What follows belongs to an exercise in optimizing a design on an open flow for small area, a short achievable clock period and few clock cycles; a production flow would make more cautious choices.
RTL that was checked went through simulation tests only; none was proved equivalent to the original.
The RTL of run 1 was laid out without a check of its function.
Power is estimated from default activity; no workload was simulated.

==> flow/design.v (outline; a module is shown in full before it is edited, if it fits) <==
// module fa: 5 lines
// module ha: 5 lines
// module hn: 6 lines
// module nd: 5 lines
// module an: 5 lines
// module gpc: 6 lines
// module gc: 5 lines
// module top: 5496 lines
module top(clk, rst, start, x, y, z, mem_rdata, mem_addr, mem_wdata, mem_wen, done);
  // ...
==> flow/flow/run.sh <==
#!/bin/bash
set -euo pipefail
export BUFFER_PORTS_ARGS="-buffer_cell sky130_fd_sc_hd__buf_4"
bash standard.sh > standard.log 2>&1
==> flow/standard.sh <==
#!/bin/bash
# synth_recipe.tcl (not shown) runs the flow's synth.tcl, then flattens the netlist and writes it again
# the make line also repeats each setting of config.mk as NAME=value (left out here)
make -C /OpenROAD-flow-scripts/flow DESIGN_CONFIG=/design/flow/config.mk WORK_HOME=/design/flow/orfs CLKGATE_MAP_FILE= SYNTH_SCRIPT=/design/flow/synth_recipe.tcl "${@:-finish}"
==> flow/config.mk <==
export PLATFORM = sky130hd
export DESIGN_NAME = top
export DESIGN_NICKNAME = top
export VERILOG_FILES = /design/flow/design.v
export SDC_FILE = /design/flow/constraint.sdc
export NUM_CORES = 4
export LEC_CHECK = 0
export CAP_MARGIN = 20
export CORE_MARGIN = 2
export CORE_UTILIZATION = 40
export CTS_CLUSTER_DIAMETER = 70
export CTS_CLUSTER_SIZE = 30
export SLEW_MARGIN = 20
export SYNTH_HIERARCHICAL = 1
==> flow/constraint.sdc <==
create_clock -name core_clock -period 10.0 [get_ports {clk}]
set_input_delay 2.0000 -clock core_clock [delete_from_list [all_inputs] [get_ports {clk}]]
set_output_delay 2.0000 -clock core_clock [all_outputs]
set_load 0.01 [all_outputs]
==> run summary, run 1 <==
- Status: no timing/DRC/antenna violations
- CP max-delay cell: a2111oi_0
- Crit path kind: reg -> reg
- Tot Pwr: 20700 uW
- WHS Endpoint: C[51][2]
- Top power group: combinational cells
- Post-DP Area: between 50000 and 60000 um2
- Top cell by count, worst path: fa_1
- DRC viols: 0
- Final Max Tran Viols: 0
- Register share of the cell area: 0.342
- Max_cap viols: 0
- Largest net degree at the start of global routing: 87
- FF-to-FF End: fq[1][7]
- Mapped cell area: 53700 um2
- DP HPWL: 117000 um
- Critical path depth: 8
- Worst hold path class: reg -> reg
- WP data required: ~10 ns
- Number of cell rows: around 130
- Reg2Reg Setup Slack: 6.64 ns
- Vias per inst: 5.17
- Global Route Usage Sum: 0.226
- Final hold violations: 0
- Hold_ws: 0.332 ns
- Htree depth: 3
- Clk slew on worst S/H paths: roughly 0.08 ns
- Layout Utilization: 0.443
- Wire per inst: 25.4 um
- Die W: 370 um
- Dpl cells: 5841
- # port buffers: 80
- GRT met1 Usage: 0.307
- Top Metal Used: met5
- Worst setup path endpoint: fq[1][7]
- First-pass GRT wire length: 226000 um
- CTS root buf: clkbuf_16
- Met2 WL: 70000 um
- Switch share: 0.416
- Hold path start: C[50][2]
==> run 2: changes to the inputs <==
--- a/flow/design.v
+++ b/flow/design.v
@@ -5488,46 +5488,45 @@
   r3224 <= s3185;
   r3225 <= s3150;
   r3226 <= c3186;
   r3227 <= s3222;
   r3228 <= c3223;
 end
 reg [2:1] vp;     
 reg [7:0] fq [0:3];
-reg [1:0] wp, rp;
 reg [2:0] cnt;
 wire wr_next = running && !lastw && !ld_next && !fl_next && (cnt != 3'd0);
 always @(posedge clk) begin
-  if (vp[2]) fq[wp] <= res;
+  if (vp[2]) begin
+    fq[0] <= res; fq[1] <= fq[0]; fq[2] <= fq[1]; fq[3] <= fq[2];
+  end
 end
 wire push = vp[2];
 always @(posedge clk) begin
   if (rst) begin
     running <= 1'b0; done <= 1'b0; mem_wen <= 1'b0; vp <= {2{1'b0}};
-    wp <= 2'd0; rp <= 2'd0; cnt <= 3'd0; lastw <= 1'b0;
+    cnt <= 3'd0; lastw <= 1'b0;
   end else begin
     vp <= {vp, win_v};
     if (st) running <= 1'b1;
     if (running) mem_wen <= wr_next;
     if (wr_next && wcnt == 8'd168) lastw <= 1'b1;
     if (running && lastw) begin
       running <= 1'b0; done <= 1'b1;
     end
     cnt <= cnt + {2'd0, push} - {2'd0, wr_next};
-    if (push) wp <= wp + 2'd1;
-    if (wr_next) rp <= rp + 2'd1;
   end
 end
 always @(posedge clk) begin
   fill <= st || rfill; fc <= st ? 4'd0 : rfc; s <= ns; rho <= nrho;
   if (st) wcnt <= 8'd0;
   else if (wr_next) wcnt <= wcnt + 8'd1;
   if (ld_next) iaddr <= iaddr + 9'd4;
   else if (idle) iaddr <= x;
   if (idle) faddr <= y;
   else if (fl_next) faddr <= faddr + 9'd4;
   if (idle) waddr <= z;
   else if (wr_next) waddr <= waddr + 9'd1;
   mem_addr <= st ? x : (ld_next ? iaddr + 9'd4 : (fl_next ? faddr : waddr));
-  mem_wdata <= fq[rp];
+  mem_wdata <= fq[cnt[1:0] - 2'd1];
 end
 endmodule
==> run summary, run 2 <==
- Worst-path fanout max: 10 (was 4)
- Crit path kind: reg -> reg (unchanged)
- Achievable frequency: 296 MHz (was 298 MHz)
- Number of cell rows: 134 (unchanged)
- Worst hold path class: reg -> reg (unchanged)
- RSZ-0062 raised after global routing: no (unchanged)
- Clock Skew: 0.0697 ns (was 0.0478 ns)
- CTS tree: built (unchanged)
- Setup violations, final: 0 (unchanged)
- DR pass1 iterations: 6 (was 5)
- Reg2Reg Setup Slack: 6.62 ns (was 6.64 ns)
- Clock tree buffer depth: 3 (unchanged)
- First-pass GRT wire length: 223000 um (was 226000 um)
- WP data required: 10.62 ns (was 10.46 ns)
- Final net count: 5103 (was 5145)
- Final wirelength: 151000 um (was 152000 um)
- Worst Path Arrival: 4.00 ns (was 3.81 ns)
- Critical path endpoint category: flip-flop (unchanged)
- CP startpoint: C[3][4] (was r3166)
- Mapped cell area: 53600 um2 (was 53700 um2)
- Mapped Cells: 4044 (was 4068)
- Layout area overhead: 9.16% (was 9.99%)
- Vias per inst: 5.13 (was 5.17)
- Placer Congestion: 0.971 (was 1.01)
- FF-to-FF End: r2895 (was fq[1][7])
- Leakage: 0.0260 uW (was 0.0263 uW)
- Routed vias: 30515 (was 30915)
- Final TNS setup: 0 ns (unchanged)
- Worst slew pin tran: 1.12 ns (was 1.08 ns)
- Core Region: 133000 um2 (about the same)
- # Post-CTS Setup Buffers: 0 (unchanged)
- Sink Count: 912 (was 916)
- DRC viols: 0 (unchanged)
- Biggest regs: C (440), F (128) (unchanged)
- CTS Buf Count: 60 (was 74)
- Worst setup path endpoint: r2895 (was fq[1][7])
- # IOs: 81 (unchanged)
- Remaining global-route overflow: 0 (unchanged)
- Hold path start: C[50][3] (was C[50][2])
- Largest net degree at the start of global routing: 88 (was 87)
- PnR worst setup slack: 6.62 ns (was 6.64 ns)
- Avg Cell Area, Syn: 13.2 um2 (about the same)
- Clk slew on worst S/H paths: 0.10 ns (was 0.08 ns)
- Most common cell after layout, fill and taps aside: and2_1 (unchanged)
- # port buffers: 80 (unchanged)
- Clk Latency, worst-skew pair: 0.75 ns (was 0.69 ns)
- Antenna-violating nets left: 0 (unchanged)
- Global Route Usage Sum: 0.224 (was 0.226)
- Initial Util: 0.402 (was 0.403)
- Most frequent cells in the layout: and2_1 (1100), fa_1 (778), dfxtp_1 (721) (was and2_1 (1106), fa_1 (778), dfxtp_1 (724))
- Number of DRC markers in iteration 0: 2230 (was 2499)
- Die W: 370 um (about the same)
- Max reg flops: 440 (unchanged)
- R2R Path Start: C[3][4] (was r3166)
- Final Max Tran Viols: 0 (unchanged)
- Relative slew slack: 0.250 (was 0.283)
- Worst VDD drop: 0.298 mV (was 0.299 mV)
- Htree depth: 2 (was 3)
- CTS root buf: clkbuf_16 (unchanged)
- Worst Setup Start Kind: flip-flop (unchanged)
- Top reg by flops: C (unchanged)
- Status: no timing/DRC/antenna violations (unchanged)
- Wire per inst: 25.4 um (about the same)
- Die area: 137000 um2 (about the same)
- Ratio of cells with drive above 1 in the final layout: 0.180 (was 0.182)
- Pwr dens: 344 nW/um2 (was 350 nW/um2)
- Post-CTS Resized: 0 (unchanged)
- Max_cap viols: 0 (unchanged)
- Final hold violations: 0 (unchanged)
- Hold buffers post-CTS: 0 (unchanged)
- DP HPWL: 118000 um (was 117000 um)
- Number of global-route vias before repair: 32507 (was 32873)
- Crit path time final: 3.38 ns (was 3.36 ns)
- Initial antenna violation count: 14 (was 11)
- DIE HEIGHT: 370 um (about the same)
- Worst reg-to-reg path cell count: 6 (was 8)
- Final period util: 0.338 (was 0.336)
- DP Worst Slack: 6.71 ns (was 6.67 ns)
- Synth warnings: 10 (was 9)
- Synth Net Count: 5036 (was 5064)
## run 2: cell types whose count changed in the layout (fill, tap and decap cells not counted), sizes merged, moves of 5 or more
cell    change
nor2        -5
clkbuf     -11
and2        -6
inv        -12
diode       +9
## run 2: per-layer routing
layer | wire, um | part of all wire | global-route usage
met5 | 26 | 0.00017 | 0
met4 | 6420 | 0.042 | 0.0990
met3 | 9930 | 0.066 | 0.0448
met2 | 68700 | 0.45 | 0.347
met1 | 66100 | 0.44 | 0.306
## run 2: worst min path at each step
stage / to / slack (ns) / cells past startpoint
final: C[51][3] / 0.33 / 0
after global routing: C[51][3] / 0.34 / 0
after CTS: C[51][2] / 0.34 / 0
after detailed placement: C[51][0] / 0.32 / 0
after global placement: C[51][2] / 0.31 / 0
after floorplan: C[51][0] / 0.31 / 0
## run 2: cell type report
| type | count | area [um2] |
|---|---|---|
| fill | 12150 | 74700 |
| multi-input combinational | 3029 | 33000 |
| sequential | 912 | 20100 |
| tap | 1768 | 2210 |
| clock buffer | 67 | 1620 |
| clock inverter | 47 | 701 |
| timing repair buffer | 92 | 694 |
| inverter | 16 | 60.1 |
| antenna | 15 | 37.5 |
## run 2: per-stage QoR
step	power, uW	hold WS [ns]	instances	util	cell area, um2
2_1_floorplan	13000	0.310	4044	-	53600
3_3_place_gp	17000	0.312	5817	0.421	56100
3_5_place_dp	17200	0.315	5817	0.421	56100
4_1_cts	20200	0.338	5931	0.439	58400
5_1_grt	21700	0.344	5933	0.439	58400
6_report	20100	0.332	5946	0.439	58500
## run 2: critical path, stage by stage, from the launching register on
cell and delay, ns:
dfxtp_1 0.73, and2_1 0.24, fa_1 0.46, fa_1 0.51
fa_1 0.52, fa_1 0.57, ha_1 0.23
## run 2: power breakdown
part           total, uW  internal, uW  switching [uW]
clock               2930          1330            1600
sequential          6500          5130            1360
combinational      10700          5230            5450
total              20100         11700            8420
Testbench counts of run 2, summed over its fixed seeds: cycles 5,808.

[static timing again, ports no longer ideal]
Ports are ideal in the flow. The routed layouts listed here were re-timed in OpenROAD. Step 1: set_driving_cell puts a clkbuf_16 on clk and a buf_2 on each other input, an assumption about the parent block. Step 2 times the ports against the registers' clock, not the clock port: input delays grow and output delays shrink by t, the midpoint of the rising clock arrivals with the driver on. Three values: no drivers, after step 1, after step 2; two values: the first two.
| run | t, ns | slack for setup (ns) | worst setup path after step 2 | latest minus earliest clock arrival (ns) | worst register clock-pin slew, ns |
|---|---|---|---|---|---|
| run 1 | 0.750 | 6.642 / 6.642 / 6.642 | register to register | 0.048 / 0.048 | 0.11 / 0.11 |
| run 2 | 0.796 | 6.623 / 6.623 / 6.623 | register to register | 0.070 / 0.070 | 0.11 / 0.11 |
After both steps every run listed still meets setup and hold.
